Background: an optimization exercise with open tools, aiming at small area. Do not read the settings as production practice. Only simulation tests tie the RTL to the original design; equivalence was not proved. Power figures rest on the tool's default switching activity, not on a simulated workload. No driver is modelled on the clock port, so clocking that relies on it looks cheaper here than on a real chip.

[flow/config.mk]
export PLATFORM = sky130hd
export DESIGN_NAME = ddr_memory_rtl
export DESIGN_NICKNAME = ddr_memory_rtl
export VERILOG_FILES = /design/flow/design.v
export SDC_FILE = /design/flow/constraint.sdc
export NUM_CORES = 4
export LEC_CHECK = 0
export CAP_MARGIN = 0
export CORE_MARGIN = 2
export CORE_UTILIZATION = 70
export CTS_BUF_LIST = sky130_fd_sc_hd__clkbuf_16
export CTS_CLUSTER_DIAMETER = 100
export CTS_CLUSTER_SIZE = 30
export SLEW_MARGIN = 0
[flow/constraint.sdc]
create_clock -name core_clock -period 4.0 [get_ports {clk}]
set_input_delay 0.8000 -clock core_clock [delete_from_list [all_inputs] [get_ports {clk}]]
set_output_delay 0.8000 -clock core_clock [all_outputs]
set_load 0.01 [all_outputs]
[flow/design.v]
module ddr_memory_rtl #(
    parameter ADDR_WIDTH = 4,
    parameter DATA_WIDTH = 32,
    parameter MEM_SIZE   = 16
) (
    input  logic                  clk,
    input  logic                  reset,
    input  logic                  wr,        
    input  logic                  rd,        
    input  logic [ADDR_WIDTH-1:0] addr,      
    input  logic [DATA_WIDTH-1:0] wdata,     
    output logic [DATA_WIDTH-1:0] rdata,     
    output logic                  response
);
  logic [DATA_WIDTH-1:0] mem[0:MEM_SIZE-1];
  logic [MEM_SIZE-1:0]   valid;
  logic [MEM_SIZE-1:0]   we;
  logic [MEM_SIZE-1:0]   sel;
  logic [DATA_WIDTH-1:0] rd_next;
  always_comb begin
    for (int i = 0; i < MEM_SIZE; i++) begin
      we[i]  = wr && addr == ADDR_WIDTH'(i);
      sel[i] = rd && valid[i] && addr == ADDR_WIDTH'(i);
    end
  end
  always_ff @(posedge clk or posedge reset) begin
    if (reset) begin
      valid    <= '0;
      response <= 1'b0;
    end else begin
      valid    <= valid | we;
      response <= wr;
    end
  end
  always_ff @(posedge clk) begin
    for (int i = 0; i < MEM_SIZE; i++)
      if (we[i]) mem[i] <= wdata;
  end
  always_comb begin
    rd_next = '0;
    for (int k = 0; k < 5; k++)
      rd_next = rd_next | ((mem[3*k] & {DATA_WIDTH{sel[3*k]}}) | (mem[3*k+1] & {DATA_WIDTH{sel[3*k+1]}}) | (mem[3*k+2] & {DATA_WIDTH{sel[3*k+2]}}));
    rd_next = rd_next | (mem[15] & {DATA_WIDTH{sel[15]}});
  end
  always_ff @(posedge clk) begin
    rdata <= rd_next;
  end
endmodule
[flow/flow/run.sh]
#!/bin/bash
# The standard layout (standard.sh), with three changes to how it is built:
#  - synthesis is synth_recipe.tcl unchanged, except that its technology mapping
#    call (abc) runs flow/abc_area.script, an area-oriented mapping, in place of
#    ORFS's speed script;
#  - the port buffers use the smallest buffer cell;
#  - the clock tree is built from large clusters of clkbuf_16, without dummy loads;
#  - before the resizer's repair after global placement, flow/upsize.tcl swaps the
#    buffers timing-driven placement put on internal high-fanout nets for
#    stronger drivers of those nets.
# Each tool's output goes to the logs under orfs/logs and to flow_standard.log.
set -euo pipefail
W=$PWD
cat > "$W/flow_synth.tcl" <<EOF
proc abc {args} {
  set i [lsearch -exact \$args -script]
  if {\$i >= 0} { lset args [expr {\$i + 1}] {$W/flow/abc_area.script} }
  yosys abc {*}\$args
}
source {$W/synth_recipe.tcl}
EOF
sed "s#SYNTH_SCRIPT=[^ ]*#SYNTH_SCRIPT=$W/flow_synth.tcl#" standard.sh > flow_standard.sh
grep -q "SYNTH_SCRIPT=$W/flow_synth.tcl" flow_standard.sh
export BUFFER_PORTS_ARGS="-buffer_cell sky130_fd_sc_hd__buf_1"
export PRE_RESIZE_TCL="$W/flow/upsize.tcl"
export CTS_ARGS="-sink_clustering_enable -repair_clock_nets -buf_list sky130_fd_sc_hd__clkbuf_16 -sink_clustering_size 33 -sink_clustering_max_diameter 100 -dont_use_dummy_load"
bash flow_standard.sh > flow_standard.log 2>&1
[flow/flow/abc_area.script]
strash
&get -n
&st
&dch
&nf -R 1000 -C 32
&put
[flow/flow/upsize.tcl]
# Before the resizer's repair: take out the buffers that timing-driven global
# placement put on internal nets (never a port's buffer), and give the drivers
# of the high-fanout nets left the strongest drive of their own cell family.
set bufs {}
foreach cell [get_cells *] {
  set ref [get_property $cell ref_name]
  if {![regexp {^sky130_fd_sc_hd__buf_[0-9]+$} $ref]} { continue }
  set port 0
  foreach pin [get_pins -of_objects $cell] {
    set net [get_nets -quiet -of_objects $pin]
    if {$net ne "" && [llength [get_ports -quiet -of_objects $net]] > 0} { set port 1 }
  }
  if {!$port} { lappend bufs [get_full_name $cell] }
}
puts "upsize.tcl: removing [llength $bufs] internal buffers"
if {[llength $bufs] > 0} { remove_buffers {*}$bufs }
set n_up 0
foreach cell [get_cells *] {
  set ref [get_property $cell ref_name]
  if {![regexp {^(sky130_fd_sc_hd__(and|nand|nor|or)[0-9][a-z]*)_([12])$} $ref -> fam]} { continue }
  foreach pin [get_pins -of_objects $cell -filter "direction == output"] {
    set net [get_nets -quiet -of_objects $pin]
    if {$net eq ""} { continue }
    set nload [llength [get_pins -quiet -of_objects $net -filter "direction == input"]]
    if {$nload > 12 && [llength [get_ports -quiet -of_objects $net]] == 0 &&
        [llength [get_lib_cells -quiet */${fam}_4]] > 0} {
      replace_cell $cell ${fam}_4
      incr n_up
    }
  }
}
puts "upsize.tcl: upsized $n_up drivers"
[flow/standard.sh]
#!/bin/bash
# synth_recipe.tcl (not shown) runs the flow's synth.tcl, then flattens the netlist and writes it again
# the make line also repeats each setting of config.mk as NAME=value (left out here)
make -C /OpenROAD-flow-scripts/flow DESIGN_CONFIG=/design/flow/config.mk WORK_HOME=/design/flow/orfs CLKGATE_MAP_FILE= SYNTH_SCRIPT=/design/flow/synth_recipe.tcl "${@:-finish}"
==> run summary, run 1 <==
Final min period 2.35 ns; Die ar. approximately 28000 um^2; Critical Path AT about 2.8 ns; drt total wl roughly 40000 um; worst-path cell chain buf_1 -> nor2b_1 -> and4_4 -> a222oi_1 -> and3_1 -> nand4_1; leak pwr roughly 0.0060 uW; Final Max Slew Viols 0; placer congestion estimate 0.801; Netlist Area Pre-Place 19000 um^2; fin area approximately 20000 um^2; syn avg cell area 21.7 um^2; Iter 0 DRT Violations approximately 1900; Netlist cell types 13; clk sinks between 500 and 600; XOR/XNOR share of the synthesized area 0%; grt met3 use 4.21%; vias per cell 7.46; Core Area roughly 27000 um^2; crit-path max cell delay 0.73 ns; setup TNS 0 ns; Critical path origin addr[0]; Rows 60; CP max-delay cell and4_4; placed cell areas 19800 um^2; post-synthesis compound-gate area fraction 8.45%; Commonest cells post-synth 512 x edfxtp_1, 160 x a222oi_1, 48 x and3_1; Die W about 170 um; FFs w/ async S/R, synth 3.03%; CTS Buffer Depth 3; Setup CP Type in2reg; GR Util met1 40.8%; WP buf/inv 1; critical path endpoint category flop; pin count of the biggest net entering global routing 34; Synth Area in Simple Gates under 10%; CTS H-Tree Depth 1; DRC viols 0; vias in the first global route between 9000 and 10000; Via Count 9751; proportion of layout cells with a drive suffix above 1 5.38%; GRT Total Usage 28.8%; synth warn 2; worst-path maximum fanout 32; most common cell in the netlist edfxtp_1; filler cell count ~1500; Yosys reg bits about 560; Worst-Skew Late Latency 0.55 ns; Detail Placement HPWL 20800 um; largest family of logic cells by synthesized area compound AO/OA/AOI/OAI gates; Post-synth EDFFs 512; initial cell density of the core 70.7%; Post-CTS Setup Inserts 0; Worst setup SP type input pin; Synth area leaders edfxtp_1 81%, a222oi_1 8.5%, dfxtp_1 3.4%; first-pass GRT wire length 60200 um; r2r setup slk 2.23 ns; worst reg2reg path startpoint valid[2]$_DFF_PP0_; run status timing/DRC/antenna clean; Post-Syn Instances 874; area leader, netlist edfxtp_1; clock skew 0.0319 ns; IO buf count 72; share of the synthesized area in the top cell type 81.1%; Routed wire per std cell around 31 um; RSZ-0062 raised after global routing no; P&R area growth vs syn 6.95%; grt peak-use layer met2; Req. time, crit path 4.47 ns; fmax 426 MHz; maximum VDD drop approximately 0.4 mV; Synth Flop Type edfxtp_1; nets between 1000 and 1500; family with the most delay on the worst path simple AND/OR/NAND/NOR gates; Syn Nets 914; CTS Hold Bufs 0; Min Hold Slack 0.191 ns; post_cts resized 0; Util after Layout between 70% and 80%; slew margin rel. 51.9%; post-synthesis mux area share 0%; routing usage on met2 48.6%; class of the worst hold path in2async; GRT overflow 0; ANT cells 0; setup violators final 0; final hold vios 0; Pre-Repair DR Iteration Count 10; die height 169 um; initial antenna violation count 0; TritonCTS clock tree done; Max Cap Viol 0; fin crit share 58.7%; clock root cell clkbuf_16; post-route ant nets 0; Post-Synth Adder-Cell Area 0%; clock transition at the registers of the reported paths 0.12 ns; Num CTS Buffers 20; measured slew at the worst slew-check pin 0.721 ns; sequential share of the synthesized area 86.7%; Pwr Density 464 nW/um^2; # IOs 73
final timing paths:
path	endpoint	depth (start not counted)
max	rdata[20]$_DFF_P_	6
min	response$_DFF_PP0_	2
max reg2reg	rdata[20]$_DFF_P_	4
min reg2reg	rdata[8]$_DFF_P_	2
max in group asynchronous	valid[9]$_DFF_PP0_	2
min in group core_clock	rdata[8]$_DFF_P_	2
power breakdown:
part           switching, uW  internal [uW]
logic                    253           98.3
clock network           1510            912
registers               59.4           6570
total                   1830           7580
cells by family after synthesis:
logic type | count (synthesis)
compound gates | 160
simple gates | 152
flops | 561
buf+inv | 1
final cells by class:
type	count	area, um^2	area share [%]
inverter	1	3.75	0.0185
tap	341	427	2.10
sequential	561	16400	81.1
clock buffer	20	500	2.47
timing repair buffer	72	270	1.33
multi-input combinational	312	2630	13.0
state kept, by name, indices dropped and copies added (netlist names):
name / cells
response: 1
mem: 512
rdata: 32
valid: 16
layer usage:
layer  up-vias  routed length [um]
li1       4118                   -
met1      5006               15600
met2       574               20700
met3        53                3630
met4         0                 745
met5         -                   0
stage by stage:
step | instances | setup WS (ns) | total power [uW]
3_3_place_gp | 1306 | 1.14 | 7080
5_1_grt | 1307 | 1.58 | 9610
3_5_place_dp | 1287 | 1.18 | 7110
2_1_floorplan | 874 | 1.65 | 6890
4_1_cts | 1307 | 1.73 | 9410
6_report | 1307 | 1.65 | 9400
worst register-to-register path, stage by stage (launching register included):
cell and delay, ns:
dfrtp_1 0.40, and4_4 0.32, a222oi_1 0.57, and3_1 0.23
nand4_1 0.10
cells in the final DEF, fill, tap and decap left out, drive strengths merged:
| cell type | count |
|---|---|
| nor2 | 2 |
| dfxtp | 32 |
| edfxtp | 512 |
| clkinv | 1 |
| clkbuf | 20 |
| or2 | 16 |
| and4 | 16 |
| and3 | 48 |
| nand2 | 32 |
| dfrtp | 17 |
| nor2b | 4 |
| a222oi | 160 |
| and2 | 2 |
| buf | 72 |
| nand4 | 32 |
==> run 2, diff against run 1 <==
--- a/flow/flow/upsize.tcl
+++ b/flow/flow/upsize.tcl
@@ -1,6 +1,6 @@
 # Before the resizer's repair: take out the buffers that timing-driven global
 # placement put on internal nets (never a port's buffer), and give the drivers
-# of the high-fanout nets left the strongest drive of their own cell family.
+# of the high-fanout nets left the next drive strength of their own cell family.
 set bufs {}
 foreach cell [get_cells *] {
   set ref [get_property $cell ref_name]
@@ -17,14 +17,14 @@
 set n_up 0
 foreach cell [get_cells *] {
   set ref [get_property $cell ref_name]
-  if {![regexp {^(sky130_fd_sc_hd__(and|nand|nor|or)[0-9][a-z]*)_([12])$} $ref -> fam]} { continue }
+  if {![regexp {^(sky130_fd_sc_hd__(and|nand|nor|or)[0-9][a-z]*)_1$} $ref -> fam]} { continue }
   foreach pin [get_pins -of_objects $cell -filter "direction == output"] {
     set net [get_nets -quiet -of_objects $pin]
     if {$net eq ""} { continue }
     set nload [llength [get_pins -quiet -of_objects $net -filter "direction == input"]]
     if {$nload > 12 && [llength [get_ports -quiet -of_objects $net]] == 0 &&
-        [llength [get_lib_cells -quiet */${fam}_4]] > 0} {
-      replace_cell $cell ${fam}_4
+        [llength [get_lib_cells -quiet */${fam}_2]] > 0} {
+      replace_cell $cell ${fam}_2
       incr n_up
     }
   }
==> run summary, run 2 <==
placer congestion estimate 0.801 (unchanged); Util after Layout 75.3% (-0.30 points); Die W 169 um (unchanged); proportion of layout cells with a drive suffix above 1 5.38% (unchanged); Min Hold Slack 0.197 ns (+0.00630 ns); measured slew at the worst slew-check pin 1.14 ns (+0.414 ns); Yosys reg bits 561 (unchanged); Worst-Skew Late Latency 0.55 ns (about the same); Placed Cells 1287 (unchanged); post-route ant nets 0 (unchanged); pin count of the biggest net entering global routing 34 (unchanged); Regs by FF count mem: 512 flops, rdata: 32 flops, valid: 16 flops; die height 169 um (unchanged); fin crit share 64.9% (+6.2 points); maximum VDD drop 0.402 mV (+2.0%); Combinational Power Share 3.7% (about the same); vias per cell 7.55 (+1.2%); Post-CTS Setup Inserts 0 (unchanged); final hold vios 0 (unchanged); vias in the first global route 9974 (-0.17%); clock root cell clkbuf_16; RSZ-0062 raised after global routing no; synth warn 2 (unchanged); Final Max Slew Viols 0 (unchanged); Req. time, crit path 4.47 ns (about the same); Cell Int Power 7570 uW (about the same); CTS Hold Bufs 0 (unchanged); Final min period 2.60 ns (+0.247 ns); run status timing/DRC/antenna clean; Syn Nets 914 (unchanged); share of the synthesized area in the top cell type 81.1% (unchanged); initial antenna violation count 0 (unchanged); nets 1008 (unchanged); Reg power frac 70.5% (about the same); clk sinks 561 (unchanged); # IOs 73 (unchanged); FFs w/ async S/R, synth 3.03% (unchanged); Post-Synth Adder-Cell Area 0% (unchanged); Max Cap Viol 0 (unchanged); clock skew 0.0308 ns (-0.00110 ns); fmax 385 MHz (-9.5%); largest family of logic cells by synthesized area compound AO/OA/AOI/OAI gates; slew margin rel. 24.3% (-28 points); drt total wl 40700 um (about the same); Die ar. 28400 um^2 (unchanged); Pwr Density 465 nW/um^2 (+0.30%); Netlist Area Pre-Place 19000 um^2 (unchanged); Synth Flop Type edfxtp_1; area leader, netlist edfxtp_1; worst-path maximum fanout 32 (unchanged); GRT Total Usage 28.7% (-0.14 points); Detail Placement HPWL 20700 um (-0.27%); Via Count 9872 (+1.2%); setup TNS 0 ns (unchanged); Pre-Repair DR Iteration Count 10 (unchanged); IO buf count 72 (unchanged); Commonest cells post-synth 512 x edfxtp_1, 160 x a222oi_1, 48 x and3_1; sequential share of the synthesized area 86.7% (unchanged); Biggest register mem; XOR/XNOR share of the synthesized area 0% (unchanged); most common cell after layout, fill and taps aside edfxtp_1; Post-synth EDFFs 512 (unchanged); clock transition at the registers of the reported paths 0.12 ns (about the same); ANT cells 0 (unchanged); post-synthesis compound-gate area fraction 8.45% (unchanged); clock network power share 25.8% (about the same); class of the worst hold path in2async; Routed wire per std cell 31.1 um (about the same); first-pass GRT wire length 59900 um (-0.53%); Tot Pwr 9390 uW (about the same); Core Area 26800 um^2 (unchanged); Worst setup SP type input pin; Iter 0 DRT Violations 1775 (-5.1%); most common cell in the netlist edfxtp_1; CTS Buffer Depth 3 (unchanged); setup violators final 0 (unchanged); Critical Path AT 3.06 ns (+0.24 ns); DRC viols 0 (unchanged); syn avg cell area 21.7 um^2 (unchanged); Num CTS Buffers 20 (unchanged); TritonCTS clock tree done; Final Instance Count excl. Fillers 1307 (unchanged); initial cell density of the core 70.7% (unchanged); Setup CP Type in2reg; switching part of the total power 19.4% (-0.042 points); post_cts resized 0 (unchanged); Synth area leaders edfxtp_1 81%, a222oi_1 8.5%, dfxtp_1 3.4%; critical path endpoint category flop; Post-Syn Instances 874 (unchanged); CTS H-Tree Depth 1 (unchanged); GRT overflow 0 (unchanged); Synth Area in Simple Gates 4.78% (unchanged); max FFs per register 512 (unchanged); post-synthesis mux area share 0% (unchanged); Rows 60 (unchanged); most frequent cells in the layout 512 x edfxtp_1, 160 x a222oi_1, 72 x buf_1; leak pwr 0.00604 uW (+0.18%); Netlist cell types 13 (unchanged); P&R area growth vs syn 6.53%; net switching power 1820 uW (-0.31%)
-- run 2: final timing paths --
path,from,to,slack [ns],cells after the start
hold reg to reg,mem[15][8]$_DFFE_PP_,rdata[8]$_DFF_P_,0.44,2
min in group core_clock,mem[15][8]$_DFFE_PP_,rdata[8]$_DFF_P_,0.44,2
setup / recovery,addr[0],rdata[16]$_DFF_P_,1.40,6
setup reg to reg,valid[2]$_DFF_PP0_,rdata[16]$_DFF_P_,2.00,4
max in group asynchronous,reset,valid[9]$_DFF_PP0_,3.50,2
hold / removal,reset,response$_DFF_PP0_,0.20,2
-- run 2: critical path: stages --
cell and delay, ns:
buf_1 0.12, nor2b_1 0.47, and4_2 1.01, a222oi_1 0.30
and3_1 0.28, nand4_1 0.08
-- run 2: power by group through the flow --
stage,combinational [uW],clock (uW),sequential (uW)
after floorplan,137,0,6760
after global placement,331,0,6750
after detailed placement,343,0,6750
after CTS,344,2440,6620
after global routing,375,2610,6640
final,344,2420,6620
-- run 2: cells by family after synthesis --
kind of cell	after synthesis
AOI/OAI and AO/OA	160
buffers and inverters	1
DFF	561
and+or+nand+nor	152
-- run 2: cell type report --
class	instances	area [um^2]
repair buffers	72	270
fillers	1469	6610
multi-input cells	312	2550
flip-flops and latches	561	16400
well taps	341	427
inverters	1	3.75
clock buffers	20	500
-- run 2: metrics by stage --
step | cell area, um^2 | setup WS [ns]
global route | 20200 | 1.33
floorplan | 19000 | 1.65
detailed placement | 19700 | 0.969
global placement | 19800 | 1.14
finish | 20200 | 1.40
CTS | 20200 | 1.53
-- run 2: per-layer routing --
layer  vias up  share of wire [%]  track usage, %
li1       4120                  -               -
met1      5059                 37            40.0
met2       620                 51            48.4
met3        73                 10            4.72
met4         0                2.2            8.28
met5         -                  0               0
==> run 3, diff against run 2 <==
--- a/flow/flow/run.sh
+++ b/flow/flow/run.sh
@@ -1,5 +1,5 @@
 #!/bin/bash
-# The standard layout (standard.sh), with three changes to how it is built:
+# The standard layout (standard.sh), with four changes to how it is built:
 #  - synthesis is synth_recipe.tcl unchanged, except that its technology mapping
 #    call (abc) runs flow/abc_area.script, an area-oriented mapping, in place of
 #    ORFS's speed script;
==> run summary, run 3 <==
run status timing/DRC/antenna clean; Regs by FF count mem: 512 flops, rdata: 32 flops, valid: 16 flops; Final Max Slew Viols 0 (unchanged); Req. time, crit path 4.47 ns (about the same); most frequent cells in the layout 512 x edfxtp_1, 160 x a222oi_1, 72 x buf_1; GRT overflow 0 (unchanged); first-pass GRT wire length 59900 um (unchanged); syn avg cell area 21.7 um^2 (unchanged); synth warn 2 (unchanged); most common cell after layout, fill and taps aside edfxtp_1; class of the worst hold path in2async; leak pwr 0.00604 uW (unchanged); most common cell in the netlist edfxtp_1; clk sinks 561 (unchanged); CTS H-Tree Depth 1 (unchanged); Netlist Area Pre-Place 19000 um^2 (unchanged); Yosys reg bits 561 (unchanged); post_cts resized 0 (unchanged); slew margin rel. 24.3% (unchanged); Biggest register mem; Setup CP Type in2reg; Post-synth EDFFs 512 (unchanged); # IOs 73 (unchanged); critical path endpoint category flop; CTS Hold Bufs 0 (unchanged); die height 169 um (unchanged); setup violators final 0 (unchanged); Max Cap Viol 0 (unchanged); filler cell count 1469 (unchanged); clock transition at the registers of the reported paths 0.12 ns (about the same); initial cell density of the core 70.7% (unchanged); clock skew 0.0308 ns (unchanged); proportion of layout cells with a drive suffix above 1 5.38% (unchanged); Worst-Skew Late Latency 0.55 ns (about the same); post-route setup slack 1.40 ns (unchanged); Synth Flop Type edfxtp_1; Pre-Repair DR Iteration Count 10 (unchanged); P&R area growth vs syn 6.53% (unchanged); FFs w/ async S/R, synth 3.03% (unchanged); share of the synthesized area in the top cell type 81.1% (unchanged); Netlist cell types 13 (unchanged); drt total wl 40700 um (unchanged); RSZ-0062 raised after global routing no; Syn Nets 914 (unchanged); worst-path maximum fanout 32 (unchanged); fin area 20200 um^2 (unchanged); Via Count 9872 (unchanged); area of the multi-input gates 2550 um^2 (unchanged); Worst setup SP type input pin; Final min period 2.60 ns (unchanged); post-route ant nets 0 (unchanged); TritonCTS clock tree done; CTS Buffer Depth 3 (unchanged); pre-CTS setup slack 0.969 ns (unchanged); setup TNS 0 ns (unchanged); placer congestion estimate 0.801 (unchanged); Rows 60 (unchanged); Detail Placement HPWL 20700 um (unchanged); fin crit share 64.9% (unchanged); final hold vios 0 (unchanged); clock root cell clkbuf_16; IO buf count 72 (unchanged); pin count of the biggest net entering global routing 34 (unchanged); Die W 169 um (unchanged); Placed Cells 1287 (unchanged); fmax 385 MHz (unchanged); GRT Total Usage 28.7% (unchanged); nets 1008 (unchanged); measured slew at the worst slew-check pin 1.14 ns (unchanged); Core Area 26800 um^2 (unchanged); Num CTS Buffers 20 (unchanged); area leader, netlist edfxtp_1; Critical Path AT 3.06 ns (about the same); maximum VDD drop 0.402 mV (unchanged); vias in the first global route 9974 (unchanged); register area 16400 um^2 (unchanged); Pwr Density 465 nW/um^2 (unchanged); Post-CTS Setup Inserts 0 (unchanged); sequential share of the synthesized area 86.7% (unchanged); placed cell areas 19700 um^2 (unchanged); Synth area leaders edfxtp_1 81%, a222oi_1 8.5%, dfxtp_1 3.4%; Util after Layout 75.3% (unchanged); Die ar. 28400 um^2 (unchanged); DRC viols 0 (unchanged); ANT cells 0 (unchanged); initial antenna violation count 0 (unchanged); Commonest cells post-synth 512 x edfxtp_1, 160 x a222oi_1, 48 x and3_1; Iter 0 DRT Violations 1775 (unchanged); max FFs per register 512 (unchanged); Final Instance Count excl. Fillers 1307 (unchanged); Routed wire per std cell 31.1 um (unchanged); vias per cell 7.55 (unchanged); Post-Syn Instances 874 (unchanged)
-- run 3: cell counts after synthesis --
Identical to the previous run, type by type.
-- run 3: where the power goes --
group          internal [uW]  total, uW  switching [uW]
clock                    911       2420            1510
combinational           94.4        344             250
sequential              6570       6620            56.5
total                   7570       9390            1820
-- run 3: per-stage QoR --
stage                     total power, uW  hold WS [ns]
after floorplan                      6890         0.421
after global placement               7080         0.426
after detailed placement             7100         0.433
after CTS                            9410         0.203
after global routing                 9620         0.224
final                                9390         0.197
-- run 3: metal layers --
metal | part of all wire [%] | vias to the layer above | wire [um] | GRT usage (%)
met5 | 0 | - | 0 | 0
met4 | 2.2 | 0 | 890 | 8.28
met3 | 10 | 73 | 4080 | 4.72
met2 | 51 | 620 | 20500 | 48.4
met1 | 37 | 5059 | 15100 | 40.0
li1 | - | 4120 | - | -
-- run 3: kinds of logic after synthesis --
group,count (synthesis),synth area share (%)
compound gates,160,8.45
simple gates,152,4.78
flops,561,86.7
buf+inv,1,0.0198
-- run 3: final timing paths --
| kind | start | cells past startpoint | slack (ns) | to |
|---|---|---|---|---|
| setup / recovery | addr[0] | 6 | 1.40 | rdata[16]$_DFF_P_ |
| hold / removal | reset | 2 | 0.20 | response$_DFF_PP0_ |
| setup reg to reg | valid[2]$_DFF_PP0_ | 4 | 2.00 | rdata[16]$_DFF_P_ |
| hold reg to reg | mem[15][8]$_DFFE_PP_ | 2 | 0.44 | rdata[8]$_DFF_P_ |
| max in group asynchronous | reset | 2 | 3.50 | valid[9]$_DFF_PP0_ |
| min in group core_clock | mem[15][8]$_DFFE_PP_ | 2 | 0.44 | rdata[8]$_DFF_P_ |
-- run 3: worst max-delay path: stages --
cell and delay [ns]:
buf_1 0.12, nor2b_1 0.47, and4_2 1.01, a222oi_1 0.30, and3_1 0.28, nand4_1 0.08
-- run 3: area by class of cell --
type,count,area share [%]
Tap cell,341,2.11
Inverter,1,0.0186
Clock buffer,20,2.48
Multi-Input combinational cell,312,12.6
Timing Repair Buffer,72,1.34
Sequential cell,561,81.4
==> run 4, diff against run 3 <==
--- a/flow/flow/run.sh
+++ b/flow/flow/run.sh
@@ -23,5 +23,5 @@
 grep -q "SYNTH_SCRIPT=$W/flow_synth.tcl" flow_standard.sh
 export BUFFER_PORTS_ARGS="-buffer_cell sky130_fd_sc_hd__buf_1"
 export PRE_RESIZE_TCL="$W/flow/upsize.tcl"
-export CTS_ARGS="-sink_clustering_enable -repair_clock_nets -buf_list sky130_fd_sc_hd__clkbuf_16 -sink_clustering_size 33 -sink_clustering_max_diameter 100 -dont_use_dummy_load"
+export CTS_ARGS="-sink_clustering_enable -repair_clock_nets -buf_list sky130_fd_sc_hd__clkbuf_16 -sink_clustering_size 35 -sink_clustering_max_diameter 100 -dont_use_dummy_load"
 bash flow_standard.sh > flow_standard.log 2>&1
==> run summary, run 4 <==
class of the worst hold path in2async; Final min period 2.58 ns (-0.0149 ns); r2r setup slk 1.99 ns (about the same); pin count of the biggest net entering global routing 36 (+5.9%); post_cts resized 0 (unchanged); Worst setup SP type input pin; clock transition at the registers of the reported paths 0.12 ns (about the same); crit-path max cell delay 1.00 ns (about the same); placer congestion estimate 0.801 (unchanged); Syn Nets 914 (unchanged); DRC viols 0 (unchanged); CP max-delay cell and4_2; filler cell count 1460 (-0.61%); leak pwr 0.00604 uW (unchanged); most common cell after layout, fill and taps aside edfxtp_1; CTS H-Tree Depth 1 (unchanged); Via Count 9812 (-0.61%); Regs by FF count mem: 512 flops, rdata: 32 flops, valid: 16 flops; Pwr Density 465 nW/um^2 (about the same); FF-to-FF End rdata[17]$_DFF_P_; drt total wl 40500 um (-0.43%); setup violators final 0 (unchanged); GRT overflow 0 (unchanged); run status timing/DRC/antenna clean; worst-path cell chain buf_1 -> nor2b_1 -> and4_2 -> a222oi_1 -> and3_1 -> nand4_1; Routed wire per std cell 31.0 um (-0.43%); IO buf count 72 (unchanged); Critical path origin addr[0]; Biggest register mem; Rows 60 (unchanged); slew margin rel. 25.1% (+0.79 points); Final Max Slew Viols 0 (unchanged); critical path endpoint category flop; fin crit share 64.5% (-0.37 points); fmax 387 MHz (+0.58%); Num CTS Buffers 20 (unchanged); Synth area leaders edfxtp_1 81%, a222oi_1 8.5%, dfxtp_1 3.4%; syn avg cell area 21.7 um^2 (unchanged); share of the synthesized area in the top cell type 81.1% (unchanged); area leader, netlist edfxtp_1; final hold vios 0 (unchanged); ANT cells 0 (unchanged); Commonest cells post-synth 512 x edfxtp_1, 160 x a222oi_1, 48 x and3_1; crit path to rdata[16]$_DFF_P_; clock root cell clkbuf_16; measured slew at the worst slew-check pin 1.12 ns (-0.0119 ns); initial antenna violation count 0 (unchanged); Detail Placement HPWL 20700 um (unchanged); post-route ant nets 0 (unchanged); Setup CP Type in2reg; RSZ-0062 raised after global routing no; synth warn 2 (unchanged); sequential share of the synthesized area 86.7% (unchanged); nets 1008 (unchanged); proportion of layout cells with a drive suffix above 1 5.38% (unchanged); pre-CTS setup slack 0.969 ns (unchanged); Min Hold Slack 0.190 ns (-0.00692 ns); maximum VDD drop 0.398 mV (-0.93%); initial cell density of the core 70.7% (unchanged); most frequent cells in the layout 512 x edfxtp_1, 160 x a222oi_1, 72 x buf_1; TritonCTS clock tree done; Max Cap Viol 0 (unchanged); Core Area 26800 um^2 (unchanged); Tot Pwr 9390 uW (about the same); vias per cell 7.51 (-0.61%); P&R area growth vs syn 6.53% (unchanged); setup TNS 0 ns (unchanged); CTS Hold Bufs 0 (unchanged); CTS Buffer Depth 3 (unchanged); clk sinks 561 (unchanged); vias in the first global route 9922 (-0.52%); die height 169 um (unchanged); Critical Path AT 3.07 ns (about the same); Die W 169 um (unchanged); post-route setup slack 1.42 ns (+0.0149 ns); GRT Total Usage 28.7% (about the same); Worst-Skew Late Latency 0.54 ns (about the same); Post-CTS Setup Inserts 0 (unchanged); worst reg2reg path startpoint valid[2]$_DFF_PP0_; Netlist cell types 13 (unchanged); clock skew 0.0711 ns (+0.0403 ns); Synth Flop Type edfxtp_1; Netlist Area Pre-Place 19000 um^2 (unchanged); Yosys reg bits 561 (unchanged); max FFs per register 512 (unchanged); Post-Syn Instances 874 (unchanged); # IOs 73 (unchanged); FFs w/ async S/R, synth 3.03% (unchanged); worst-path maximum fanout 32 (unchanged); r2r worst-path depth 4 (unchanged); Req. time, crit path 4.49 ns (+0.02 ns); most common cell in the netlist edfxtp_1; Post-synth EDFFs 512 (unchanged); Die ar. 28400 um^2 (unchanged); first-pass GRT wire length 59800 um (-0.17%); Iter 0 DRT Violations 1807 (+1.8%); Pre-Repair DR Iteration Count 9 (-1)
## run 4: how the worst min path moves through the flow
| stage | to | slack [ns] | cells after the start |
|---|---|---|---|
| 6_report | response$_DFF_PP0_ | 0.19 | 2 |
| 5_1_grt | valid[0]$_DFF_PP0_ | 0.23 | 2 |
| 4_1_cts | response$_DFF_PP0_ | 0.21 | 2 |
| 3_5_place_dp | rdata[2]$_DFF_P_ | 0.43 | 2 |
| 3_3_place_gp | rdata[17]$_DFF_P_ | 0.43 | 2 |
| 2_1_floorplan | rdata[0]$_DFF_P_ | 0.42 | 2 |
## run 4: power breakdown
| group | leakage [uW] | switching [uW] | internal, uW |
|---|---|---|---|
| logic | 0.000727 | 249 | 94.4 |
| clock network | 0.000246 | 1510 | 910 |
| registers | 0.00506 | 55.6 | 6570 |
## run 4: cell families (layout without fill, tap and decap cells)
| family | after synthesis | in the layout | share of synthesized area, % |
|---|---|---|---|
| and+or+nand+nor | 152 | 152 | 4.78 |
| DFF | 561 | 561 | 86.7 |
| buffers and inverters | 1 | 93 | 0.0198 |
| AOI/OAI and AO/OA | 160 | 160 | 8.45 |
## run 4: worst max-delay path: cells and delay by family
family	cells	cell delay (ns)
AO/OA/AOI/OAI	1	0.30
buffers and inverters	1	0.12
AND/OR/NAND/NOR	4	1.84
## run 4: layer usage
layer / track usage [%] / vias up / routed length [um]
met5: 0 / - / 0
met4: 7.91 / 0 / 806
met3: 5.31 / 67 / 4230
met2: 48.2 / 636 / 20500
met1: 39.8 / 4990 / 14900
li1: - / 4119 / -
## run 4: cell type report
cell class | count | area, um^2 | share of cell area (%)
Tap cell | 341 | 427 | 2.11
Inverter | 1 | 3.75 | 0.0186
Timing Repair Buffer | 72 | 270 | 1.34
Multi-Input combinational cell | 312 | 2550 | 12.6
Sequential cell | 561 | 16400 | 81.4
Clock buffer | 20 | 500 | 2.48
## run 4: stage by stage
step           cells  area, um^2  utilization [%]
4_1_cts         1307       20200             75.3
3_5_place_dp    1287       19700             73.5
3_3_place_gp    1306       19800             73.9
5_1_grt         1307       20200             75.3
6_report        1307       20200             75.3
2_1_floorplan    874       19000                -
==> run 5, diff against run 4 <==
--- a/flow/flow/run.sh
+++ b/flow/flow/run.sh
@@ -23,5 +23,5 @@
 grep -q "SYNTH_SCRIPT=$W/flow_synth.tcl" flow_standard.sh
 export BUFFER_PORTS_ARGS="-buffer_cell sky130_fd_sc_hd__buf_1"
 export PRE_RESIZE_TCL="$W/flow/upsize.tcl"
-export CTS_ARGS="-sink_clustering_enable -repair_clock_nets -buf_list sky130_fd_sc_hd__clkbuf_16 -sink_clustering_size 35 -sink_clustering_max_diameter 100 -dont_use_dummy_load"
+export CTS_ARGS="-sink_clustering_enable -repair_clock_nets -buf_list sky130_fd_sc_hd__clkbuf_16 -sink_clustering_size 34 -sink_clustering_max_diameter 90 -dont_use_dummy_load"
 bash flow_standard.sh > flow_standard.log 2>&1
==> run summary, run 5 <==
slew margin rel. 26.3% (+1.3 points); Worst setup SP type input pin; P&R area growth vs syn 6.53% (unchanged); Rows 60 (unchanged); clock skew 0.0602 ns (-0.0110 ns); DRC viols 0 (unchanged); share of the synthesized area in the top cell type 81.1% (unchanged); ANT cells 0 (unchanged); initial antenna violation count 0 (unchanged); syn avg cell area 21.7 um^2 (unchanged); Final Max Slew Viols 0 (unchanged); Num CTS Buffers 20 (unchanged); worst-path maximum fanout 32 (unchanged); Die ar. 28400 um^2 (unchanged); Biggest register mem; Regs by FF count mem: 512 flops, rdata: 32 flops, valid: 16 flops; CTS Buffer Depth 3 (unchanged); Netlist cell types 13 (unchanged); Die W 169 um (unchanged); Worst-Skew Late Latency 0.56 ns (+0.02 ns); clock root cell clkbuf_16; pin count of the biggest net entering global routing 35 (-2.8%); post_cts resized 0 (unchanged); Routed wire per std cell 31.1 um (+0.30%); CTS H-Tree Depth 1 (unchanged); post-route ant nets 0 (unchanged); max FFs per register 512 (unchanged); CP max-delay cell and4_2; fin crit share 65.5% (+0.93 points); DR top layer met4; Setup CP Type in2reg; GRT Total Usage 28.8% (+0.075 points); area leader, netlist edfxtp_1; FFs w/ async S/R, synth 3.03% (unchanged); most frequent cells in the layout 512 x edfxtp_1, 160 x a222oi_1, 72 x buf_1; final hold vios 0 (unchanged); Iter 0 DRT Violations 1871 (+3.5%); worst-path cell chain buf_1 -> nor2b_1 -> and4_2 -> a222oi_1 -> and3_1 -> nand4_1; Netlist Area Pre-Place 19000 um^2 (unchanged); vias in the first global route 10000 (+0.81%); Req. time, crit path 4.48 ns (about the same); post-route setup slack 1.38 ns (-0.0373 ns); Critical Path AT 3.10 ns (+0.03 ns); measured slew at the worst slew-check pin 1.10 ns (-0.0188 ns); maximum VDD drop 0.373 mV (-6.3%); first-pass GRT wire length 60000 um (+0.43%); setup TNS 0 ns (unchanged); nets 1008 (unchanged); Final min period 2.62 ns (+0.0373 ns); # IOs 73 (unchanged); Synth area leaders edfxtp_1 81%, a222oi_1 8.5%, dfxtp_1 3.4%; TritonCTS clock tree done; drt total wl 40600 um (+0.30%); initial cell density of the core 70.7% (unchanged); proportion of layout cells with a drive suffix above 1 5.38% (unchanged); critical path endpoint category flop; sequential share of the synthesized area 86.7% (unchanged); M1 WL 15200 um (+1.5%); placer congestion estimate 0.801 (unchanged); Pre-Repair DR Iteration Count 10 (+1); setup violators final 0 (unchanged); crit-path max cell delay 1.01 ns (about the same); most common cell after layout, fill and taps aside edfxtp_1; Detail Placement HPWL 20700 um (unchanged); leak pwr 0.00604 uW (unchanged); vias per cell 7.48 (-0.34%); Synth Flop Type edfxtp_1; Post-Syn Instances 874 (unchanged); clk sinks 561 (unchanged); RSZ-0062 raised after global routing no; Post-CTS Setup Inserts 0 (unchanged); synth warn 2 (unchanged); Yosys reg bits 561 (unchanged); IO buf count 72 (unchanged); Pwr Density 465 nW/um^2 (about the same); run status timing/DRC/antenna clean; filler cell count 1464 (+0.27%); most common cell in the netlist edfxtp_1; class of the worst hold path in2async; Commonest cells post-synth 512 x edfxtp_1, 160 x a222oi_1, 48 x and3_1; met3 WL 4240 um (+0.43%); Core Area 26800 um^2 (unchanged); Post-synth EDFFs 512 (unchanged); clock transition at the registers of the reported paths 0.12 ns (about the same); routed wl met2 20400 um (-0.51%); GRT overflow 0 (unchanged); Max Cap Viol 0 (unchanged); die height 169 um (unchanged); Via Count 9779 (-0.34%); Syn Nets 914 (unchanged); fmax 382 MHz (-1.4%); pre-CTS setup slack 0.969 ns (unchanged); CTS Hold Bufs 0 (unchanged)
[run 5: cell counts in the layout (fill, tap and decap cells not counted)]
No cell type changed its count.
[run 5: power breakdown]
| part | switching (uW) | internal, uW |
|---|---|---|
| Clock | 1520 | 911 |
| Sequential | 56.1 | 6570 |
| Combinational | 249 | 94.4 |
[run 5: worst paths after layout]
kind | start | end | slack (ns) | depth (start not counted)
min in group core_clock | mem[15][8]$_DFFE_PP_ | rdata[8]$_DFF_P_ | 0.45 | 2
max in group asynchronous | reset | valid[14]$_DFF_PP0_ | 3.50 | 2
min | reset | valid[0]$_DFF_PP0_ | 0.19 | 2
max | addr[0] | rdata[16]$_DFF_P_ | 1.38 | 6
max reg2reg | valid[2]$_DFF_PP0_ | rdata[16]$_DFF_P_ | 1.97 | 4
min reg2reg | mem[15][8]$_DFFE_PP_ | rdata[8]$_DFF_P_ | 0.45 | 2
[run 5: logic make-up after synthesis]
family / Yosys count / share of synthesized area, %
simple gates: 152 / 4.78
compound gates: 160 / 8.45
flops: 561 / 86.7
buf+inv: 1 / 0.0198
[run 5: metal layers]
layer	GRT usage (%)	vias to the layer above
met5	0	-
met4	7.91	0
met3	4.58	64
met2	48.4	630
met1	40.5	4965
li1	-	4120
[run 5: final cells by class]
type | instances | area (um^2) | share of cell area [%]
flip-flops and latches | 561 | 16400 | 81.4
multi-input cells | 312 | 2550 | 12.6
clock buffers | 20 | 500 | 2.48
well taps | 341 | 427 | 2.11
repair buffers | 72 | 270 | 1.34
inverters | 1 | 3.75 | 0.0186
[run 5: critical path, delay by kind of cell]
| family | cells | cell delay [ns] |
|---|---|---|
| AOI/OAI and AO/OA | 1 | 0.30 |
| buffers and inverters | 1 | 0.12 |
| and+or+nand+nor | 4 | 1.85 |
[run 5: stage by stage]
step / utilization (%) / cells / power [uW] / area, um^2 / hold WS (ns)
global placement: 73.9 / 1306 / 7080 / 19800 / 0.426
detailed placement: 73.5 / 1287 / 7100 / 19700 / 0.433
global route: 75.3 / 1307 / 9610 / 20200 / 0.220
finish: 75.3 / 1307 / 9400 / 20200 / 0.193
floorplan: - / 874 / 6890 / 19000 / 0.421
CTS: 75.3 / 1307 / 9400 / 20200 / 0.205
==> run 6, diff against run 5 <==
--- a/flow/flow/run.sh
+++ b/flow/flow/run.sh
@@ -23,5 +23,5 @@
 grep -q "SYNTH_SCRIPT=$W/flow_synth.tcl" flow_standard.sh
 export BUFFER_PORTS_ARGS="-buffer_cell sky130_fd_sc_hd__buf_1"
 export PRE_RESIZE_TCL="$W/flow/upsize.tcl"
-export CTS_ARGS="-sink_clustering_enable -repair_clock_nets -buf_list sky130_fd_sc_hd__clkbuf_16 -sink_clustering_size 34 -sink_clustering_max_diameter 90 -dont_use_dummy_load"
+export CTS_ARGS="-sink_clustering_enable -repair_clock_nets -buf_list sky130_fd_sc_hd__clkbuf_8 -sink_clustering_size 18 -sink_clustering_max_diameter 60 -dont_use_dummy_load"
 bash flow_standard.sh > flow_standard.log 2>&1
==> run summary, run 6 <==
vias per cell 7.44 (-0.53%); r2r worst-path depth 4 (unchanged); post_cts resized 0 (unchanged); Combinational Power Share 3.7% (about the same); Worst-Skew Late Latency 0.57 ns (about the same); critical path endpoint category flop; filler cell count 1464 (unchanged); pin count of the biggest net entering global routing 34 (-2.9%); Regs by FF count mem: 512 flops, rdata: 32 flops, valid: 16 flops; Min Hold Slack 0.195 ns (+0.00196 ns); XOR/XNOR share of the synthesized area 0% (unchanged); Netlist Area Pre-Place 19000 um^2 (unchanged); most common cell after layout, fill and taps aside edfxtp_1; CTS Hold Bufs 0 (unchanged); first-pass GRT wire length 60400 um (+0.59%); Final Instance Count excl. Fillers 1324 (+1.3%); Post-synth EDFFs 512 (unchanged); Yosys reg bits 561 (unchanged); Num CTS Buffers 37 (+85%); area leader, netlist edfxtp_1; post-route ant nets 0 (unchanged); crit-path max cell delay 1.01 ns (about the same); Die ar. 28400 um^2 (unchanged); Synth area leaders edfxtp_1 81%, a222oi_1 8.5%, dfxtp_1 3.4%; setup violators final 0 (unchanged); Cell Int Power 7500 uW (-0.97%); measured slew at the worst slew-check pin 1.12 ns (+0.0195 ns); Detail Placement HPWL 20700 um (unchanged); class of the worst hold path in2async; IO buf count 72 (unchanged); clock transition at the registers of the reported paths 0.11 ns (about the same); worst reg2reg path startpoint valid[1]$_DFF_PP0_; ANT cells 0 (unchanged); Commonest cells post-synth 512 x edfxtp_1, 160 x a222oi_1, 48 x and3_1; area of the multi-input gates 2550 um^2 (unchanged); CP max-delay cell and4_2; Reg power frac 70.8% (+0.3 points); Stages on worst setup path 6 (unchanged); sequential share of the synthesized area 86.7% (unchanged); Pre-Repair DR Iteration Count 7 (-3); Final min period 2.59 ns (-0.0290 ns); initial cell density of the core 70.7% (unchanged); clock network power share 25.5% (-0.3 points); RSZ-0062 raised after global routing no; nets 1025 (+1.7%); initial antenna violation count 0 (unchanged); FF-to-FF End rdata[7]$_DFF_P_; Worst setup SP type input pin; fmax 386 MHz (+1.1%); GRT Total Usage 29.1% (+0.34 points); Pwr Density 463 nW/um^2 (-0.48%); final hold vios 0 (unchanged); r2r setup slk 2.07 ns (+0.10 ns); worst-path maximum fanout 32 (unchanged); synth warn 2 (unchanged); drt total wl 40900 um (+0.72%); CTS Buffer Depth 3 (unchanged); TritonCTS clock tree done; worst-path cell chain buf_1 -> nor2b_1 -> and4_2 -> a222oi_1 -> and3_1 -> nand4_1; maximum VDD drop 0.425 mV (+14%); P&R area growth vs syn 6.58% (about the same); most frequent cells in the layout 512 x edfxtp_1, 160 x a222oi_1, 72 x buf_1; pre-CTS setup slack 0.969 ns (unchanged); GRT overflow 0 (unchanged); post-synthesis mux area share 0% (unchanged); Max Cap Viol 0 (unchanged); Final Max Slew Viols 0 (unchanged); slew margin rel. 25.0% (-1.3 points); Iter 0 DRT Violations 1799 (-3.8%); Rows 60 (unchanged); DRC viols 0 (unchanged); clock skew 0.0588 ns (-0.00135 ns); Placed Cells 1287 (unchanged); fin crit share 64.7% (-0.72 points); CTS H-Tree Depth 2 (+1); largest family of logic cells by synthesized area compound AO/OA/AOI/OAI gates; run status timing/DRC/antenna clean; clk sinks 561 (unchanged); clock root cell clkbuf_8; Req. time, crit path 4.49 ns (about the same); Synth Flop Type edfxtp_1; share of the synthesized area in the top cell type 81.1% (unchanged); FFs w/ async S/R, synth 3.03% (unchanged); Tot Pwr 9350 uW (-0.44%); Syn Nets 914 (unchanged); post-synthesis compound-gate area fraction 8.45% (unchanged); Post-CTS Setup Inserts 0 (unchanged); WP buf/inv 1 (unchanged); Biggest register mem; Via Count 9854 (+0.77%); proportion of layout cells with a drive suffix above 1 7.02% (+1.6 points); Netlist cell types 13 (unchanged); Synth Area in Simple Gates 4.78% (unchanged); most common cell in the netlist edfxtp_1; register area 16400 um^2 (unchanged); setup TNS 0 ns (unchanged); Setup CP Type in2reg; net switching power 1860 uW (+1.8%); leak pwr 0.00606 uW (+0.32%); Post-Syn Instances 874 (unchanged); Critical path origin addr[0]; post-route setup slack 1.41 ns (+0.0290 ns); Routed wire per std cell 30.9 um (-0.57%); die height 169 um (unchanged); vias in the first global route 10200 (+1.6%); switching part of the total power 19.8% (+0.43 points); syn avg cell area 21.7 um^2 (unchanged); max FFs per register 512 (unchanged); placer congestion estimate 0.801 (unchanged); family with the most delay on the worst path simple AND/OR/NAND/NOR gates; Critical Path AT 3.08 ns (-0.02 ns); # IOs 73 (unchanged); Die W 169 um (unchanged); Post-Synth Adder-Cell Area 0% (unchanged); Core Area 26800 um^2 (unchanged)
-- run 6: final cells by class --
type	instances	area share, %
Clock buffer	37	2.52
Timing Repair Buffer	72	1.34
Sequential cell	561	81.4
Inverter	1	0.0186
Multi-Input combinational cell	312	12.6
Tap cell	341	2.11
-- run 6: kinds of logic (layout without fill, tap and decap cells) --
family,count (synthesis),in the layout
flip-flops,561,561
AO/OA/AOI/OAI,160,160
AND/OR/NAND/NOR,152,152
buffers and inverters,1,110
-- run 6: how the worst max path moves through the flow --
stage / endpoint
2_1_floorplan: mem[11][0]$_DFFE_PP_
3_3_place_gp: rdata[19]$_DFF_P_
3_5_place_dp: rdata[20]$_DFF_P_
4_1_cts: rdata[20]$_DFF_P_
5_1_grt: rdata[17]$_DFF_P_
6_report: rdata[7]$_DFF_P_
-- run 6: power groups by stage --
| stage | sequential [uW] | combinational (uW) | clock (uW) |
|---|---|---|---|
| global route | 6640 | 375 | 2590 |
| finish | 6620 | 344 | 2390 |
| CTS | 6620 | 345 | 2420 |
| floorplan | 6760 | 137 | 0 |
| global placement | 6750 | 331 | 0 |
| detailed placement | 6750 | 343 | 0 |
-- run 6: routing by layer --
metal  wire length (um)  track usage, %
met1              15400            39.8
met2              20300            48.2
met3               4070            5.87
met5                  0               0
met4               1070            10.2
-- run 6: through the flow --
stage | area (um^2) | util [%]
5_1_grt | 20200 | 75.4
3_3_place_gp | 19800 | 73.9
3_5_place_dp | 19700 | 73.5
4_1_cts | 20200 | 75.4
2_1_floorplan | 19000 | -
6_report | 20200 | 75.4
==> run 7, diff against run 6 <==
--- a/flow/flow/run.sh
+++ b/flow/flow/run.sh
@@ -23,5 +23,5 @@
 grep -q "SYNTH_SCRIPT=$W/flow_synth.tcl" flow_standard.sh
 export BUFFER_PORTS_ARGS="-buffer_cell sky130_fd_sc_hd__buf_1"
 export PRE_RESIZE_TCL="$W/flow/upsize.tcl"
-export CTS_ARGS="-sink_clustering_enable -repair_clock_nets -buf_list sky130_fd_sc_hd__clkbuf_8 -sink_clustering_size 18 -sink_clustering_max_diameter 60 -dont_use_dummy_load"
+export CTS_ARGS="-sink_clustering_enable -repair_clock_nets -buf_list sky130_fd_sc_hd__clkbuf_8 -sink_clustering_size 20 -sink_clustering_max_diameter 80 -dont_use_dummy_load"
 bash flow_standard.sh > flow_standard.log 2>&1
==> run summary, run 7 <==
post-route ant nets 0 (unchanged); Max Cap Viol 0 (unchanged); Netlist cell types 13 (unchanged); family with the most delay on the worst path simple AND/OR/NAND/NOR gates; initial antenna violation count 0 (unchanged); Pwr Density 461 nW/um^2 (-0.46%); Final min period 2.53 ns (-0.0552 ns); placer congestion estimate 0.801 (unchanged); Netlist Area Pre-Place 19000 um^2 (unchanged); Die ar. 28400 um^2 (unchanged); Synth Flop Type edfxtp_1; drt total wl 40700 um (-0.45%); syn avg cell area 21.7 um^2 (unchanged); P&R area growth vs syn 6.36%; CTS H-Tree Depth 2 (unchanged); Detail Placement HPWL 20700 um (unchanged); Post-Syn Instances 874 (unchanged); RSZ-0062 raised after global routing no; vias in the first global route 10100 (-0.68%); slew margin rel. 25.0% (-0.041 points); Syn Nets 914 (unchanged); worst-path maximum fanout 32 (unchanged); Post-CTS Setup Inserts 0 (unchanged); area leader, netlist edfxtp_1; IO buf count 72 (unchanged); crit-path max cell delay 0.99 ns (-0.02 ns); Iter 0 DRT Violations 1747 (-2.9%); run status timing/DRC/antenna clean; Worst-Skew Late Latency 0.57 ns (about the same); proportion of layout cells with a drive suffix above 1 6.73% (-0.28 points); TritonCTS clock tree done; fmax 395 MHz (+2.2%); fin crit share 63.4% (-1.4 points); CTS Hold Bufs 0 (unchanged); Combinational Power Share 3.7% (about the same); clock root cell clkbuf_8; die height 169 um (unchanged); Post-synth EDFFs 512 (unchanged); Critical path origin addr[0]; clock network power share 25.0% (-0.5 points); synth warn 2 (unchanged); Yosys reg bits 561 (unchanged); worst-path cell chain buf_1 -> nor2b_1 -> and4_2 -> a222oi_1 -> and3_1 -> nand4_1; GRT Total Usage 29.1% (-0.058 points); FFs w/ async S/R, synth 3.03% (unchanged); Worst setup SP type input pin; Setup CP Type in2reg; DRC viols 0 (unchanged); max FFs per register 512 (unchanged); filler cell count 1475 (+0.75%); Rows 60 (unchanged); worst reg2reg path startpoint valid[2]$_DFF_PP0_; Core Area 26800 um^2 (unchanged); Via Count 9836 (-0.18%); Final Max Slew Viols 0 (unchanged); leak pwr 0.00604 uW (-0.36%); GRT overflow 0 (unchanged); class of the worst hold path in2async; CP max-delay cell and4_2; most frequent cells in the layout 512 x edfxtp_1, 160 x a222oi_1, 72 x buf_1; switching part of the total power 20.0% (+0.16 points); Req. time, crit path 4.52 ns (+0.03 ns); Num CTS Buffers 34 (-8.1%); clk sinks 561 (unchanged); post_cts resized 0 (unchanged); final hold vios 0 (unchanged); Synth area leaders edfxtp_1 81%, a222oi_1 8.5%, dfxtp_1 3.4%; Cell Int Power 7430 uW (-0.86%); setup violators final 0 (unchanged); Min Hold Slack 0.184 ns (-0.0104 ns); pin count of the biggest net entering global routing 34 (unchanged); Reg power frac 71.3% (+0.5 points); Commonest cells post-synth 512 x edfxtp_1, 160 x a222oi_1, 48 x and3_1; ANT cells 0 (unchanged); initial cell density of the core 70.7% (unchanged); setup TNS 0 ns (unchanged); clock transition at the registers of the reported paths 0.12 ns (about the same); Critical Path AT 3.06 ns (-0.02 ns); Die W 169 um (unchanged); CTS Buffer Depth 3 (unchanged); first-pass GRT wire length 60400 um (unchanged); measured slew at the worst slew-check pin 1.13 ns (+0.000615 ns); critical path endpoint category flop; clock skew 0.0682 ns (+0.00937 ns); vias per cell 7.45 (about the same); most common cell in the netlist edfxtp_1; # IOs 73 (unchanged); sequential share of the synthesized area 86.7% (unchanged); Pre-Repair DR Iteration Count 9 (+2); share of the synthesized area in the top cell type 81.1% (unchanged); net switching power 1860 uW (+0.13%); most common cell after layout, fill and taps aside edfxtp_1; Regs by FF count mem: 512 flops, rdata: 32 flops, valid: 16 flops; nets 1022 (-0.29%); Biggest register mem; WP buf/inv 1 (unchanged); maximum VDD drop 0.388 mV (-8.7%); Routed wire per std cell 30.8 um (-0.22%)
==> run 7: changes by cell type in the layout (fill, tap and decap cells not counted), sizes merged <==
cell / before / now
clkbuf: 37 / 34
==> run 7: power groups by stage <==
stage / logic, uW / clock network (uW) / registers, uW
global route: 375 / 2530 / 6640
CTS: 344 / 2340 / 6620
detailed placement: 343 / 0 / 6750
finish: 344 / 2330 / 6620
floorplan: 137 / 0 / 6760
global placement: 331 / 0 / 6750
==> run 7: final cells by class <==
type	instances	area (um^2)	area share, %
Sequential cell	561	16400	81.6
Multi-Input combinational cell	312	2550	12.6
Tap cell	341	427	2.12
Clock buffer	34	468	2.32
Inverter	1	3.75	0.0186
Timing Repair Buffer	72	270	1.34
==> run 7: kinds of logic (layout without fill, tap and decap cells) <==
family	count (synthesis)	after routing	synth area share [%]
compound gates	160	160	8.45
flops	561	561	86.7
simple gates	152	152	4.78
buf+inv	1	107	0.0198
==> run 7: worst paths after layout <==
kind | end | slack, ns | cells past startpoint
min in group core_clock | rdata[18]$_DFF_P_ | 0.45 | 2
worst max-delay path | rdata[16]$_DFF_P_ | 1.47 | 6
worst max register to register | rdata[7]$_DFF_P_ | 2.03 | 4
max in group asynchronous | valid[6]$_DFF_PP0_ | 3.51 | 2
worst min-delay path | response$_DFF_PP0_ | 0.18 | 2
worst min register to register | rdata[18]$_DFF_P_ | 0.45 | 2
==> run 7: through the flow <==
stage	instance area, um^2	instances	worst slack [ns]	total power, uW	utilization (%)
final	20200	1321	1.47	9290	75.2
after global routing	20200	1321	1.36	9540	75.2
after CTS	20200	1321	1.57	9310	75.2
after detailed placement	19700	1287	0.969	7100	73.5
after global placement	19800	1306	1.14	7080	73.9
after floorplan	19000	874	1.65	6890	-
==> run 7: worst register-to-register path, stage by stage, from the launching register on <==
cell and delay [ns]:
dfrtp_1 0.36, and4_2 0.87, a222oi_1 0.32, and3_1 0.28
nand4_1 0.09
==> run 7: layer usage <==
metal  vias up  global-route usage [%]  part of all wire (%)
met5         -                       0                     0
met4         0                    9.41                   2.6
met3        83                    5.68                    11
met2       642                    48.0                    50
met1      4972                    40.3                    37
li1       4139                       -                     -
==> run 8, diff against run 7 <==
--- a/flow/flow/run.sh
+++ b/flow/flow/run.sh
@@ -23,5 +23,5 @@
 grep -q "SYNTH_SCRIPT=$W/flow_synth.tcl" flow_standard.sh
 export BUFFER_PORTS_ARGS="-buffer_cell sky130_fd_sc_hd__buf_1"
 export PRE_RESIZE_TCL="$W/flow/upsize.tcl"
-export CTS_ARGS="-sink_clustering_enable -repair_clock_nets -buf_list sky130_fd_sc_hd__clkbuf_8 -sink_clustering_size 20 -sink_clustering_max_diameter 80 -dont_use_dummy_load"
+export CTS_ARGS="-sink_clustering_enable -repair_clock_nets -buf_list sky130_fd_sc_hd__clkbuf_8 -sink_clustering_size 21 -sink_clustering_max_diameter 120 -dont_use_dummy_load"
 bash flow_standard.sh > flow_standard.log 2>&1
==> run summary, run 8 <==
run status timing/DRC/antenna clean; synth warn 2 (unchanged); Critical path origin addr[0]; clk sinks 561 (unchanged); setup violators final 0 (unchanged); fin area 20100 um^2 (-0.27%); post_cts resized 0 (unchanged); worst reg2reg path startpoint valid[2]$_DFF_PP0_; family with the most delay on the worst path simple AND/OR/NAND/NOR gates; Netlist Area Pre-Place 19000 um^2 (unchanged); P&R area growth vs syn 6.07%; measured slew at the worst slew-check pin 1.13 ns (+0.000138 ns); Critical Path AT 3.08 ns (+0.02 ns); # IOs 73 (unchanged); clock transition at the registers of the reported paths 0.12 ns (about the same); Req. time, crit path 4.57 ns (+0.05 ns); setup TNS 0 ns (unchanged); Pre-Repair DR Iteration Count 7 (-2); Netlist cell types 13 (unchanged); ANT cells 0 (unchanged); fmax 399 MHz (+1.2%); initial antenna violation count 0 (unchanged); DRC viols 0 (unchanged); area leader, netlist edfxtp_1; TritonCTS clock tree done; drt total wl 40700 um (-0.11%); Post-Syn Instances 874 (unchanged); vias in the first global route 10000 (-0.75%); Rows 60 (unchanged); Iter 0 DRT Violations 1754 (+0.40%); CP max-delay cell and4_2; first-pass GRT wire length 60300 um (about the same); Num CTS Buffers 30 (-12%); post-route setup slack 1.50 ns (+0.0294 ns); share of the synthesized area in the top cell type 81.1% (unchanged); initial cell density of the core 70.7% (unchanged); Worst setup SP type input pin; pin count of the biggest net entering global routing 34 (unchanged); Final Instance Count excl. Fillers 1317 (-0.30%); Detail Placement HPWL 20700 um (unchanged); post-route ant nets 0 (unchanged); leak pwr 0.00601 uW (-0.48%); slew margin rel. 25.0% (about the same); CTS Buffer Depth 3 (unchanged); CTS H-Tree Depth 1 (-1); Setup CP Type in2reg; crit-path max cell delay 1.00 ns (about the same); fin crit share 62.6% (-0.74 points); Placed Cells 1287 (unchanged); most frequent cells in the layout 512 x edfxtp_1, 160 x a222oi_1, 72 x buf_1; nets 1018 (-0.39%); Biggest register mem; GRT overflow 0 (unchanged); GRT Total Usage 28.9% (-0.20 points); proportion of layout cells with a drive suffix above 1 6.35% (-0.38 points); pre-CTS setup slack 0.969 ns (unchanged); worst-path cell chain buf_1 -> nor2b_1 -> and4_2 -> a222oi_1 -> and3_1 -> nand4_1; Die ar. 28400 um^2 (unchanged); IO buf count 72 (unchanged); placed cell areas 19700 um^2 (unchanged); syn avg cell area 21.7 um^2 (unchanged); most common cell in the netlist edfxtp_1; Final Max Slew Viols 0 (unchanged); Syn Nets 914 (unchanged); worst-path maximum fanout 32 (unchanged); Max Cap Viol 0 (unchanged); placer congestion estimate 0.801 (unchanged); class of the worst hold path in2async; WP buf/inv 1 (unchanged); sequential share of the synthesized area 86.7% (unchanged); most common cell after layout, fill and taps aside edfxtp_1; clock root cell clkbuf_8; Post-CTS Setup Inserts 0 (unchanged); final hold vios 0 (unchanged); maximum VDD drop 0.435 mV (+12%); Regs by FF count mem: 512 flops, rdata: 32 flops, valid: 16 flops; FFs w/ async S/R, synth 3.03% (unchanged); Die W 169 um (unchanged); Commonest cells post-synth 512 x edfxtp_1, 160 x a222oi_1, 48 x and3_1; vias per cell 7.46 (+0.19%); Synth Flop Type edfxtp_1; Pwr Density 456 nW/um^2 (-1.1%); Yosys reg bits 561 (unchanged); clock skew 0.0278 ns (-0.0403 ns); Routed wire per std cell 30.9 um (+0.19%); Synth area leaders edfxtp_1 81%, a222oi_1 8.5%, dfxtp_1 3.4%; die height 169 um (unchanged); Core Area 26800 um^2 (unchanged); critical path endpoint category flop; filler cell count 1468 (-0.47%); Final min period 2.50 ns (-0.0294 ns); Via Count 9825 (-0.11%); Min Hold Slack 0.115 ns (-0.0694 ns); RSZ-0062 raised after global routing no; max FFs per register 512 (unchanged); CTS Hold Bufs 0 (unchanged); Post-synth EDFFs 512 (unchanged); Worst-Skew Late Latency 0.63 ns (+0.06 ns)
[run 8: cell counts after synthesis]
No cell type changed its count.
[run 8: cell families (layout without fill, tap and decap cells)]
logic type | after synthesis | after routing | share of synthesized area, %
and+or+nand+nor | 152 | 152 | 4.78
AOI/OAI and AO/OA | 160 | 160 | 8.45
buffers and inverters | 1 | 103 | 0.0198
DFF | 561 | 561 | 86.7
[run 8: per-stage QoR]
step           util [%]  power (uW)
2_1_floorplan         -        6890
3_3_place_gp       73.9        7080
3_5_place_dp       73.5        7100
4_1_cts            75.0        9190
5_1_grt            75.0        9410
6_report           75.0        9160
[run 8: final cells by class]
class / count / area [um^2] / area share, %
Tap cell: 341 / 427 / 2.12
Inverter: 1 / 3.75 / 0.0187
Clock buffer: 30 / 413 / 2.05
Timing Repair Buffer: 72 / 270 / 1.34
Sequential cell: 561 / 16400 / 81.8
Multi-Input combinational cell: 312 / 2550 / 12.7
[run 8: report_power, final]
group / internal, uW / switching (uW)
Combinational: 94.4 / 250
Clock: 675 / 1520
Sequential: 6570 / 55.3
Total: 7340 / 1830
[run 8: worst paths after layout]
check | cells past startpoint | slack [ns] | end
max in group asynchronous | 2 | 3.58 | valid[6]$_DFF_PP0_
min in group core_clock | 2 | 0.46 | rdata[0]$_DFF_P_
worst max register to register | 4 | 2.02 | rdata[17]$_DFF_P_
worst min-delay path | 2 | 0.12 | response$_DFF_PP0_
worst min register to register | 2 | 0.46 | rdata[0]$_DFF_P_
worst max-delay path | 6 | 1.50 | rdata[7]$_DFF_P_
[run 8: layer usage]
metal | wire, um | up-vias | GRT usage (%)
met1 | 15800 | 5049 | 41.3
met5 | 0 | - | 0
li1 | - | 4129 | -
met2 | 20500 | 576 | 48.0
met3 | 3640 | 71 | 4.19
met4 | 800 | 0 | 8.17
==> run 9, diff against run 8 <==
--- a/flow/flow/run.sh
+++ b/flow/flow/run.sh
@@ -4,7 +4,8 @@
 #    call (abc) runs flow/abc_area.script, an area-oriented mapping, in place of
 #    ORFS's speed script;
 #  - the port buffers use the smallest buffer cell;
-#  - the clock tree is built from large clusters of clkbuf_16, without dummy loads;
+#  - the clock tree is built from clusters of up to 21 sinks (120 um across) driven
+#    by clkbuf_8, without dummy loads;
 #  - before the resizer's repair after global placement, flow/upsize.tcl swaps the
 #    buffers timing-driven placement put on internal high-fanout nets for
 #    stronger drivers of those nets.
--- a/flow/config.mk
+++ b/flow/config.mk
@@ -8,7 +8,7 @@
 export CAP_MARGIN = 0
 export CORE_MARGIN = 2
 export CORE_UTILIZATION = 70
-export CTS_BUF_LIST = sky130_fd_sc_hd__clkbuf_16
-export CTS_CLUSTER_DIAMETER = 100
-export CTS_CLUSTER_SIZE = 30
+export CTS_BUF_LIST = sky130_fd_sc_hd__clkbuf_8
+export CTS_CLUSTER_DIAMETER = 120
+export CTS_CLUSTER_SIZE = 21
 export SLEW_MARGIN = 0
==> run summary, run 9 <==
Worst setup SP type input pin; Final Max Slew Viols 0 (unchanged); most common cell in the netlist edfxtp_1; crit path to rdata[7]$_DFF_P_; Critical path origin addr[0]; Netlist Area Pre-Place 19000 um^2 (unchanged); Yosys reg bits 561 (unchanged); r2r worst-path depth 4 (unchanged); syn avg cell area 21.7 um^2 (unchanged); Biggest register mem; Cell Int Power 7340 uW (unchanged); Synth Flop Type edfxtp_1; post_cts resized 0 (unchanged); Pre-Repair DR Iteration Count 7 (unchanged); CP max-delay cell and4_2; Rows 60 (unchanged); worst-path maximum fanout 32 (unchanged); Num CTS Buffers 30 (unchanged); FFs w/ async S/R, synth 3.03% (unchanged); Final min period 2.50 ns (unchanged); ANT cells 0 (unchanged); critical path endpoint category flop; proportion of layout cells with a drive suffix above 1 6.35% (unchanged); first-pass GRT wire length 60300 um (unchanged); Detail Placement HPWL 20700 um (unchanged); drt total wl 40700 um (unchanged); GRT Total Usage 28.9% (unchanged); initial antenna violation count 0 (unchanged); Tot Pwr 9160 uW (unchanged); net switching power 1830 uW (unchanged); FF-to-FF End rdata[17]$_DFF_P_; leak pwr 0.00601 uW (unchanged); worst reg2reg path startpoint valid[2]$_DFF_PP0_; Die ar. 28400 um^2 (unchanged); P&R area growth vs syn 6.07% (unchanged); RSZ-0062 raised after global routing no; Req. time, crit path 4.57 ns (about the same); measured slew at the worst slew-check pin 1.13 ns (unchanged); worst-path cell chain buf_1 -> nor2b_1 -> and4_2 -> a222oi_1 -> and3_1 -> nand4_1; Synth area leaders edfxtp_1 81%, a222oi_1 8.5%, dfxtp_1 3.4%; CTS Buffer Depth 3 (unchanged); Pwr Density 456 nW/um^2 (unchanged); Netlist cell types 13 (unchanged); setup violators final 0 (unchanged); Commonest cells post-synth 512 x edfxtp_1, 160 x a222oi_1, 48 x and3_1; run status timing/DRC/antenna clean; clock root cell clkbuf_8; clk sinks 561 (unchanged); Critical Path AT 3.08 ns (about the same); maximum VDD drop 0.435 mV (unchanged); fmax 399 MHz (unchanged); Routed wire per std cell 30.9 um (unchanged); vias per cell 7.46 (unchanged); sequential share of the synthesized area 86.7% (unchanged); placer congestion estimate 0.801 (unchanged); synth warn 2 (unchanged); Regs by FF count mem: 512 flops, rdata: 32 flops, valid: 16 flops; nets 1018 (unchanged); CTS Hold Bufs 0 (unchanged); Combinational Power Share 3.8% (about the same); slew margin rel. 25.0% (unchanged); crit-path max cell delay 1.00 ns (about the same); fin crit share 62.6% (unchanged); r2r setup slk 2.02 ns (about the same); TritonCTS clock tree done; clock skew 0.0278 ns (unchanged); IO buf count 72 (unchanged); Iter 0 DRT Violations 1754 (unchanged); switching part of the total power 19.9% (unchanged); most common cell after layout, fill and taps aside edfxtp_1; Max Cap Viol 0 (unchanged); CTS H-Tree Depth 1 (unchanged); Worst-Skew Late Latency 0.63 ns (about the same); class of the worst hold path in2async; pin count of the biggest net entering global routing 34 (unchanged); # IOs 73 (unchanged); clock transition at the registers of the reported paths 0.12 ns (about the same); Setup CP Type in2reg; post-route ant nets 0 (unchanged); Syn Nets 914 (unchanged); DRC viols 0 (unchanged); area leader, netlist edfxtp_1; Reg power frac 72.3% (about the same); Post-synth EDFFs 512 (unchanged); Post-CTS Setup Inserts 0 (unchanged); Die W 169 um (unchanged); clock network power share 24.0% (about the same); Post-Syn Instances 874 (unchanged); die height 169 um (unchanged); Core Area 26800 um^2 (unchanged); vias in the first global route 10000 (unchanged); share of the synthesized area in the top cell type 81.1% (unchanged); max FFs per register 512 (unchanged); final hold vios 0 (unchanged); GRT overflow 0 (unchanged); initial cell density of the core 70.7% (unchanged); setup TNS 0 ns (unchanged); Via Count 9825 (unchanged); most frequent cells in the layout 512 x edfxtp_1, 160 x a222oi_1, 72 x buf_1
## run 9: cell counts after synthesis
No cell type changed its count.
## run 9: worst min-delay path by stage
stage                         endpoint  cells after the start
floorplan             rdata[0]$_DFF_P_                      2
global placement     rdata[17]$_DFF_P_                      2
detailed placement    rdata[2]$_DFF_P_                      2
CTS                 response$_DFF_PP0_                      2
global route        valid[0]$_DFF_PP0_                      2
finish              response$_DFF_PP0_                      2
## run 9: logic make-up after synthesis
kind of cell | synth area share, %
compound gates | 8.45
flops | 86.7
buf+inv | 0.0198
simple gates | 4.78
## run 9: power by group through the flow
stage          Clock, uW  Combinational, uW  Sequential [uW]
3_3_place_gp           0                331             6750
4_1_cts             2220                344             6620
6_report            2200                344             6620
2_1_floorplan          0                137             6760
5_1_grt             2400                375             6640
3_5_place_dp           0                343             6750
## run 9: cell type report
cell class,instances,area [um^2]
clock buffer,30,413
fill,1468,6700
inverter,1,3.75
multi-input combinational,312,2550
sequential,561,16400
tap,341,427
timing repair buffer,72,270
## run 9: worst max-delay path, delay by kind of cell
family	cells	cell delay, ns
compound gates	1	0.26
buf+inv	1	0.12
simple gates	4	1.86
## run 9: per-layer routing
metal	track usage [%]	share of wire, %
met5	0	0
met4	8.17	2.0
met3	4.19	8.9
met2	48.0	50
met1	41.3	39
## run 9: stage by stage
stage | std cells | utilization [%] | hold slack [ns] | cell area, um^2 | setup slack (ns)
detailed placement | 1287 | 73.5 | 0.433 | 19700 | 0.969
finish | 1317 | 75.0 | 0.115 | 20100 | 1.50
global placement | 1306 | 73.9 | 0.426 | 19800 | 1.14
global route | 1317 | 75.0 | 0.133 | 20100 | 1.43
floorplan | 874 | - | 0.421 | 19000 | 1.65
CTS | 1317 | 75.0 | 0.112 | 20100 | 1.65

Setup slack of run 9, layout unchanged: 1.495 ns with ideal ports, 1.517 ns with driving cells assumed (clock clkbuf_16, inputs buf_2), 0.849 ns with port delays also shifted by the 0.669 ns mid clock arrival.
